This design comes from an exercise in tuning for small area on the open sky130 flow, not from production work. Function was checked by simulation only, so behaviour that the tests miss may differ from the original. In this run the design's own scripts or RTL, not TritonCTS, make the clock network. The clock port is modelled as an ideal driver, which makes a skipped or thinned clock tree look cheaper than it is; a real chip needs a root buffer or a tree. Power figures rest on the tool's default switching activity, not on a simulated workload.

### flow/design.v
module gh_listen(clk, reset, scl, sda, rdy, first, sample, n);
	input clk, reset, scl, sda;
	output rdy;        
	output first;      
	output sample;     
	reg ps, ps2, pd, pd2;
	always @(posedge clk) begin
		ps <= scl; ps2 <= ps;
		pd <= sda; pd2 <= pd;
	end
	wire scl_pe = ps & ~ps2;
	wire sda_pe = pd & ~pd2;
	wire sda_ne = ~pd & pd2;
	reg s;
	output reg [3:0] n;
	wire wait_s = ~s & (~n[3] | (n[2:0] == 3'd0));
	always @(posedge clk) begin
		if (reset) begin s <= 1'b0; n <= 4'd14; end
		else if (s) begin
			s <= 1'b0;
			n <= n + 4'd1;
		end else if (wait_s) begin
			if (scl & sda_pe) n <= 4'd13;
			else if (scl & sda_ne) begin s <= 1'b1; n <= 4'd15; end
			else if (scl_pe) s <= 1'b1;
		end else if (n == 4'd9) n <= 4'd0;
		else if (n == 4'd14) begin
			if (sda & scl) n <= 4'd12;
		end else if (n == 4'd12) begin
			if (~sda & scl) begin s <= 1'b1; n <= 4'd15; end
		end else n <= 4'd12;
	end
	assign rdy = ~s & (n == 4'd9);
	assign sample = s & ~(n == 4'd15);
	assign first = s & (n == 4'd0);
endmodule
module glitchhammer(clk, reset, priv_scl, priv_sda, main_scl, main_sda,
					dac_level, pulldown_trans);
	input clk, reset;
	input priv_scl, priv_sda, main_scl, main_sda;
	output [7:0] dac_level;
	output pulldown_trans;
	wire p_rdy, p_first, p_sample, m_rdy, m_first, m_sample;
	wire [3:0] pn, mn;
	gh_listen lp(clk, reset, priv_scl, priv_sda, p_rdy, p_first, p_sample, pn);
	gh_listen lm(clk, reset, main_scl, main_sda, m_rdy, m_first, m_sample, mn);
	reg pm;
	wire [1:0] tj;
	wire pe = (tj == 2'd0) ? ((pn == 4'd0) | (pn == 4'd5)) :
	          (tj == 2'd1) ? (pn == 4'd7) : (pn[3:2] == 2'b01);
	always @(posedge clk) if (p_sample) pm <= (p_first | pm) & (priv_sda == pe);
	reg z;
	always @(posedge clk) if (m_sample) z <= (m_first | z) & ~main_sda;
	localparam INIT = 3'd0, DC = 3'd1, LI = 3'd2, W = 3'd3, C = 3'd4,
	           CH1 = 3'd5, CH2 = 3'd6, R7B = 3'd7;
	reg [2:0] st;
	reg x;
	reg [13:0] cnt;
	wire priv = cnt[8];
	wire rdy = priv ? p_rdy : m_rdy;
	wire match = priv ? pm : z;
	wire d0 = |cnt[13:9];
	wire d1 = &{cnt[13:10], cnt[8:7], cnt[4:2], cnt[0]};
	wire fin = cnt[9] & cnt[5] & cnt[1];
	wire s_init = (st == INIT), s_dc = (st == DC), s_li = (st == LI),
	     s_w = (st == W), s_c = (st == C), s_ch1 = (st == CH1), s_ch2 = (st == CH2),
	     s_r7b = (st == R7B);
	assign tj = ((s_w | s_c) & priv) ? cnt[1:0] : 2'd0;
	wire nz = x | (s_ch1 & d0) | s_ch2;
	wire b = (s_ch2 & ~fin) | s_r7b;
	wire a = nz & ~b;
	assign dac_level = {a, b, b, b, nz, a, nz, b};
	assign pulldown_trans = ~nz;
	always @(posedge clk) begin
		if (reset) st <= b ? R7B : INIT;
		else case (st)
			INIT, R7B: st <= DC;
			DC: st <= LI;
			LI: st <= W;
			W: if (rdy) st <= C;
			C: if (!match) st <= DC;
			   else if (priv & cnt[1]) st <= CH1;
			   else st <= W;
			CH1: if (d1) st <= CH2;
			CH2: if (fin & ~x) st <= DC;
			default: st <= INIT;
		endcase
	end
	wire inc = ~s_w & ~(s_c & priv & cnt[1]) & ~(s_ch2 & fin);
	always @(posedge clk)
		cnt <= s_li ? (x ? 14'd9 : 14'd256) : cnt + {13'd0, inc};
	always @(posedge clk)
		x <= reset ? nz : ~(s_init | s_r7b) & (x | (s_ch2 & fin));
endmodule
### flow/flow/run.sh
#!/bin/bash
# Layout flow: the standard flow, with
#  - the combinational logic of the standard synthesis re-mapped by ABC for
#    area (four ABC scripts, flow/area_*.abc, tried in parallel, the
#    smallest result kept); every register
#    cell stays exactly as the standard synthesis made it,
#  - minimum-size port buffers,
#  - a clock tree of one small root buffer and a few leaf buffers
#    (clocktree.tcl, run after CTS).
# Each tool's output goes to a log file in the work folder.
set -euo pipefail
W=$(pwd)
F=$W/flow
R=$W/orfs/results/$FLOW_PLATFORM/glitchhammer/base
LIB=$FLOW_HOME/platforms/sky130hd/lib/sky130_fd_sc_hd__tt_025C_1v80.lib

# 1. the standard synthesis
bash standard.sh synth > $W/synth.log 2>&1

# 2. area re-mapping of the combinational logic
cp $R/1_2_yosys.v $W/std_1_2_yosys.v
SEQ=$(grep -oE "sky130_fd_sc_hd__\w+" $W/std_1_2_yosys.v | sort -u | grep -E "__(e?s?df|dl|sdf|edf)" | tr '\n' ' ')
regs() { grep -E "^\s*sky130_fd_sc_hd__(e?s?df|dl|sdf|edf)" "$1" | sort; }
for S in 0 1 2 3; do
  cat > $W/remap_$S.ys <<EOY
read_liberty -ignore_miss_func $LIB
read_verilog $W/std_1_2_yosys.v
hierarchy -top $FLOW_TOP
setattr -mod -set keep_hierarchy 1 $SEQ
flatten
opt -purge
abc -liberty $LIB -dont_use *probe* -dont_use *lpflow* -script $F/area_$S.abc
opt_clean -purge
hilomap -singleton -hicell sky130_fd_sc_hd__conb_1 HI -locell sky130_fd_sc_hd__conb_1 LO
opt_clean -purge
splitnets
opt_clean -purge
stat -liberty $LIB
select $FLOW_TOP
write_verilog -noattr -nohex -nodec -selected $W/remap_all_$S.v
EOY
  ( yosys -s $W/remap_$S.ys > $W/remap_$S.log 2>&1 || true ) &
done
wait
best=""; best_area=""
for S in 0 1 2 3; do
  [[ -f $W/remap_all_$S.v ]] || continue
  awk -v top="$FLOW_TOP" '$0 ~ "^module "top"\\(" {p=1} p {print} /^endmodule/ {if (p) exit}' $W/remap_all_$S.v > $W/remap_$S.v
  a=$( (grep "Chip area for top module" $W/remap_$S.log || true) | tail -1 | awk '{print $NF}')
  if [[ -n "$a" ]] && diff <(regs $W/std_1_2_yosys.v) <(regs $W/remap_$S.v) > /dev/null; then
    echo "script $S: area $a" >> $W/remap_pick.log
    if [[ -z "$best" ]] || awk -v a="$a" -v b="$best_area" 'BEGIN {exit !(a < b)}'; then best=$S; best_area=$a; fi
  else
    echo "script $S: not used" >> $W/remap_pick.log
  fi
done
if [[ -n "$best" ]]; then
  echo "using script $best" >> $W/remap_pick.log
  cp $W/remap_$best.v $R/1_2_yosys.v
  rm -f $R/1_synth.odb
else
  echo "no re-mapping kept; using the standard netlist" >> $W/remap_pick.log
fi

# 3. the rest of the standard flow
bash standard.sh \
  BUFFER_PORTS_ARGS="-buffer_cell sky130_fd_sc_hd__buf_1" \
  CTS_ARGS="-sink_clustering_enable -repair_clock_nets -dont_use_dummy_load -sink_clustering_size 60 -sink_clustering_max_diameter 300 -buf_list sky130_fd_sc_hd__clkbuf_8 -root_buf sky130_fd_sc_hd__clkbuf_8" \
  POST_CTS_TCL=$F/clocktree.tcl \
  CLK_TREE_SLEW_PS=112 \
  CLK_TREE_CHOICES="0::clkbuf_16 2:buf_8:clkbuf_2 3:buf_6:clkbuf_1 3:buf_6:clkbuf_2 2:buf_12:clkbuf_1 3:clkbuf_8:clkbuf_2 4:clkbuf_8:clkbuf_2" \
  GPL_TIMING_DRIVEN=0 \
  finish > $W/layout.log 2>&1
### flow/flow/area_0.abc
&get -n
&deepsyn -I 10 -J 100
&dch -f
&nf -a -R 1000
&put
### flow/flow/area_1.abc
&get -n
&deepsyn -I 10 -J 100 -S 1
&dch -f
&nf -a -R 1000
&put
### flow/flow/area_2.abc
&get -n
&st
&syn2
&deepsyn -I 10 -J 100
&dch -f
&nf -a -R 1000
&put
### flow/flow/area_3.abc
&get -n
&st
&dc2
&deepsyn -I 10 -J 100 -S 3
&dch -f
&nf -a -R 1000
&put
### flow/flow/clocktree.tcl
# Rebuild the clock tree that CTS made as one root buffer driving a few leaf
# buffers, each placed in the middle of a cluster of nearby registers. The
# smallest choice whose estimated clock-pin slew is within CLK_TREE_SLEW_PS
# is kept. Every register still gets its clock through a buffer.
set block [ord::get_db_block]
set db [ord::get_db]
set root [$block findInst clkbuf_0_clk]

proc ct_sinks {net skip} {
  set r {}
  foreach it [$net getITerms] { if {[$it getInst] != $skip} { lappend r $it } }
  return $r
}
proc ct_center {it} {
  set bb [[$it getInst] getBBox]
  return [list [expr {([$bb xMin] + [$bb xMax]) / 2}] [expr {([$bb yMin] + [$bb yMax]) / 2}]]
}
proc ct_max_slew {} {
  set mx 0
  foreach pin [all_registers -clock_pins -edge_triggered] {
    foreach edge {rise fall} { foreach an {min max} {
      set s [expr {[sta::time_ui_sta [get_property $pin slew_${an}_$edge]] * 1e12}]
      if {$s > $mx} { set mx $s }
    } }
  }
  return $mx
}
# move every clock sink below the root onto the root's net, deleting the leaves
proc ct_flatten {block root rootnet} {
  foreach it [ct_sinks $rootnet $root] {
    set inst [$it getInst]
    if {[string match "sky130_fd_sc_hd__*buf_*" [[$inst getMaster] getName]]} {
      set onet [[$inst findITerm X] getNet]
      foreach s [ct_sinks $onet $inst] { $s disconnect; $s connect $rootnet }
      foreach t [$inst getITerms] { $t disconnect }
      odb::dbInst_destroy $inst
      odb::dbNet_destroy $onet
    }
  }
}
# k-means on the sinks' positions; returns a list of k lists of iterms
proc ct_cluster {sinks k} {
  set pts {}
  foreach s $sinks { lappend pts [ct_center $s] }
  set sorted [lsort -integer -index 0 [lmap p $pts {set p}]]
  set cent {}
  set n [llength $pts]
  for {set i 0} {$i < $k} {incr i} { lappend cent [lindex $sorted [expr {($n * (2 * $i + 1)) / (2 * $k)}]] }
  for {set iter 0} {$iter < 20} {incr iter} {
    set groups {}
    for {set i 0} {$i < $k} {incr i} { lappend groups {} }
    for {set j 0} {$j < $n} {incr j} {
      set p [lindex $pts $j]
      set best 0; set bd 1e30
      for {set i 0} {$i < $k} {incr i} {
        set c [lindex $cent $i]
        set d [expr {abs([lindex $p 0] - [lindex $c 0]) + abs([lindex $p 1] - [lindex $c 1])}]
        if {$d < $bd} { set bd $d; set best $i }
      }
      lset groups $best [concat [lindex $groups $best] $j]
    }
    set cent {}
    foreach g $groups {
      set sx 0; set sy 0
      foreach j $g { set sx [expr {$sx + [lindex $pts $j 0]}]; set sy [expr {$sy + [lindex $pts $j 1]}] }
      set m [expr {max(1, [llength $g])}]
      lappend cent [list [expr {$sx / $m}] [expr {$sy / $m}]]
    }
  }
  set out {}
  foreach g $groups { lappend out [lmap j $g {lindex $sinks $j}] }
  return [list $out $cent]
}

if {$root != "NULL"} {
  set rootnet [[$root findITerm X] getNet]
  set limit $::env(CLK_TREE_SLEW_PS)
  set done 0
  foreach choice $::env(CLK_TREE_CHOICES) {
    lassign [split $choice :] k leafcell rootcell
    ct_flatten $block $root $rootnet
    set sinks [ct_sinks $rootnet $root]
    replace_cell [$root getName] sky130_fd_sc_hd__$rootcell
    if {$k > 0} {
      lassign [ct_cluster $sinks $k] groups cent
      set master [$db findMaster sky130_fd_sc_hd__$leafcell]
      for {set i 0} {$i < $k} {incr i} {
        set g [lindex $groups $i]
        if {[llength $g] == 0} { continue }
        set inst [odb::dbInst_create $block $master "clkleaf_$i"]
        set net [odb::dbNet_create $block "clknet_leaf_$i"]
        $net setSigType CLOCK
        [$inst findITerm A] connect $rootnet
        [$inst findITerm X] connect $net
        foreach s $g { $s disconnect; $s connect $net }
        $inst setLocation [lindex $cent $i 0] [lindex $cent $i 1]
        $inst setPlacementStatus PLACED
      }
    } else {
      set sx 0; set sy 0
      foreach s $sinks { lassign [ct_center $s] x y; set sx [expr {$sx + $x}]; set sy [expr {$sy + $y}] }
      $root setLocation [expr {$sx / [llength $sinks]}] [expr {$sy / [llength $sinks]}]
    }
    detailed_placement
    estimate_parasitics -placement
    set slew [ct_max_slew]
    puts "clock tree choice $choice: estimated clock-pin slew $slew ps"
    if {$slew <= $limit} { set done 1; break }
  }
  if {!$done} { puts "clock tree: no choice met $limit ps; keeping the last" }
}
### flow/standard.sh
#!/bin/bash
# synth_recipe.tcl (not shown) runs the flow's synth.tcl, then flattens the netlist and writes it again
# the make line also repeats each setting of config.mk as NAME=value (left out here)
make -C /OpenROAD-flow-scripts/flow DESIGN_CONFIG=/design/flow/config.mk WORK_HOME=/design/flow/orfs CLKGATE_MAP_FILE= SYNTH_SCRIPT=/design/flow/synth_recipe.tcl "${@:-finish}"
### flow/config.mk
export PLATFORM = sky130hd
export DESIGN_NAME = glitchhammer
export DESIGN_NICKNAME = glitchhammer
export VERILOG_FILES = /design/flow/design.v
export SDC_FILE = /design/flow/constraint.sdc
export NUM_CORES = 4
export LEC_CHECK = 0
export CAP_MARGIN = 20
export CORE_MARGIN = 2
export CORE_UTILIZATION = 40
export PLACE_DENSITY = 0.9
export SLEW_MARGIN = 20
### flow/constraint.sdc
create_clock -name core_clock -period 5.0 [get_ports {clk}]
set_input_delay 1.0000 -clock core_clock [delete_from_list [all_inputs] [get_ports {clk}]]
set_output_delay 1.0000 -clock core_clock [all_outputs]
set_load 0.01 [all_outputs]
==> flow_metrics.env <==
export IMPL_holdWs_ns=0.360
export IMPL_timing_final_crit_share_pct=69.3
export IMPL_crit_arrival_ns=3.74
export IMPL_timing_final_crit_period_ns=3.46
export IMPL_finalHoldViolCount=0
export IMPL_post_synth_design_cell_area_mm2=0.00167
export IMPL_tightest_slew_ns=0.581
export IMPL_min_to="lm.pd2$_DFF_P_"
export IMPL_route_antenna_remaining_nets=0
export IMPL_place_detailed_hpwl_mm=2.38
export IMPL_rsz0062_at_grt="no"
export IMPL_nNetsFinal=228
export IMPL_worst_r2r_setup_slack_ns=1.54
export IMPL_pwr_density_cell_mw_per_mm2=429
export IMPL_drtPass1Iterations=4
export IMPL_min_delay_start="lm.pd$_DFF_P_"
export IMPL_worstPathRequired_ns=5.27
export IMPL_placement_io_buffers=14
export IMPL_floorplan_io_pins=15
export IMPL_ff2ff_path_depth=14
export IMPL_cp_max_fo=10
export IMPL_synthToLayoutAreaGrowth_pct=9.01
export IMPL_placedCellCount=267
export IMPL_layout_cells_most_common="dfxtp_1"
export IMPL_result_of_the_run="complete, no violations"
export IMPL_end_kind="flop"
export IMPL_yosysWarnings=2
export IMPL_syn_inst=203
export IMPL_maximum_vdd_drop_mv=0.302
export IMPL_num_fill_cells=388
export IMPL_postRouteWirelength_mm=3.22
export IMPL_via_count_of_the_first_global_routing_pass=1315
export IMPL_cap_viol_max_count=0
export IMPL_crit_path_start="st[1]$_DFFE_PP_"
export IMPL_die_width_um=68.6
export IMPL_grt_pass1_wl_mm=5.64
export IMPL_finalMaxSlewViolations=0
export IMPL_max_slew_margin_rel_pct=61.3
export IMPL_grt_use_total_pct=15.7
export IMPL_row_count=23
export IMPL_num_vias=1516
export IMPL_clock_sinks=38
export IMPL_p_leak_nw=0.677
export IMPL_place_gp_congestion=0.822
export IMPL_achievable_frequency_mhz=289
export IMPL_critical_path_class="reg -> reg"
export IMPL_drt_iter0_drc=118
export IMPL_holdCritPathClass="reg -> reg"
export IMPL_setup_viol=0
export IMPL_syn_nets=209
export IMPL_multi_input_comb_area_um2=822
export IMPL_grt_start_max_net_pins=21
export IMPL_fp_dieH_um=68.6
export IMPL_setup_total_negative_slack_ns=0
export IMPL_clkTransAtPathRegs_ns=0.10
export IMPL_mean_syn_cell_area_um2=8.21
export IMPL_worst_reg2reg_endpoint="cnt[13]$_SDFF_PP0_"
export IMPL_start_util_pct=41.7
export IMPL_globalRoute_totalOverflow=0
export IMPL_later_pin_clock_latency_in_the_skew_report_ns=0.34
export IMPL_layoutNonFillerInstCount=270
export IMPL_cp_start_kind="flop"
export IMPL_whs_path_depth=0
export IMPL_final_layout_size_suffix_gt1_share_pct=1.36
export IMPL_floorplan_core_area_mm2=0.00400
export IMPL_register_area_um2=811
export IMPL_floorplan_die_area_mm2=0.00470
export IMPL_antenna_cells_inserted=0
export IMPL_initial_antenna_violation_count=0
export IMPL_skew_ns=0.00347
export IMPL_layout_common_cells="dfxtp_1 (33), nor2_1 (27), a21oi_1 (26), nand2_1 (19)"
export IMPL_drc_errors=0
export IMPL_detail_route_wl_per_cell_um=11.9
export IMPL_viasPerCell=5.61
export IMPL_r2r_start="st[1]$_DFFE_PP_"
[metal layers]
metal / share of wire (%) / global-route usage (%) / wire length, um / vias up
li1: - / - / - / 772
met1: 47 / 19.8 / 1520 / 705
met2: 47 / 26.0 / 1520 / 34
met3: 4.5 / 4.06 / 144 / 5
met4: 1.1 / 5.25 / 34 / 0
met5: 0 / 0 / 0 / -
[metrics by stage]
step	worst slack, ns	cell area (um^2)	util, %	total power, W
floorplan	1.93	1670	-	0.000579
detailed placement	1.56	1780	44.5	0.000643
global route	1.04	1820	45.4	0.000840
finish	1.54	1820	45.4	0.000780
global placement	1.65	1780	44.5	0.000634
[report_power, final]
part / total [W] / internal, W / switching [W]
combinational: 0.000206 / 0.0000834 / 0.000123
sequential: 0.000432 / 0.000361 / 0.0000710
clock: 0.000142 / 0.0000492 / 0.0000924
total: 0.000780 / 0.000494 / 0.000286
[worst max-delay path, cell delays in order (launching register included)]
cell      delay [ns]
edfxtp_1        0.54
nand3b_1        0.16
o21ai_0         0.12
nor2b_1         0.18
and3_1          0.22
o21ai_0         0.29
and3_1          0.28
and3_1          0.24
and3_1          0.25
and3_1          0.25
and3_1          0.21
and2_0          0.24
and3_1          0.22
o21ai_0         0.08
a21oi_1         0.12
[worst max-delay path by stage]
stage	slack [ns]	to
after floorplan	1.93	cnt[13]$_SDFF_PP0_
after global placement	1.65	cnt[13]$_SDFF_PP0_
after detailed placement	1.56	cnt[13]$_SDFF_PP0_
after global routing	1.04	cnt[13]$_SDFF_PP0_
final	1.54	cnt[13]$_SDFF_PP0_
[state kept, by name, summed over array words and instances (netlist names)]
name and flops:
cnt 14, lm.n 4, lp.n 4, st 3
lm.pd 1, lm.pd2 1, lm.ps 1, lm.ps2 1
lm.s 1, lp.pd 1, lp.pd2 1, lp.ps 1
lp.ps2 1, lp.s 1, pm 1, x 1
z 1
[cell type report, without the clock buffers]
type / count / share of cell area (%)
Sequential cell: 38 / 44.6
Inverter: 9 / 1.86
Tap cell: 50 / 3.44
Multi-Input combinational cell: 156 / 45.2
Timing Repair Buffer: 14 / 2.89
Buffer: 2 / 1.65

[re-timing with driven ports]
In the flow no input, the clock included, has a driving cell. The finished layout below was timed again as built, in two steps. Step 1 (the two cells are an assumption about what drives the block):
set clk [get_ports {clk}]
set_driving_cell -lib_cell sky130_fd_sc_hd__clkbuf_16 $clk
set_driving_cell -lib_cell sky130_fd_sc_hd__buf_2 [delete_from_list [all_inputs] $clk]
Step 2, shift: input delay + t, output delay - t, t = (earliest + latest rising clock arrival at the registers) / 2. This alone moves slack from input paths to output paths. Slacks: ideal ports / drivers / drivers and shift; pairs: ideal ports / drivers.
t (ns): 0.357
setup slack, ns: 1.537 / 1.537 / 1.537
worst setup path after step 2: register to register
After both steps setup and hold are still met in this run. For this run, drivers alone change the setup slack by 0.000 ns; drivers and shift together by 0.000 ns.
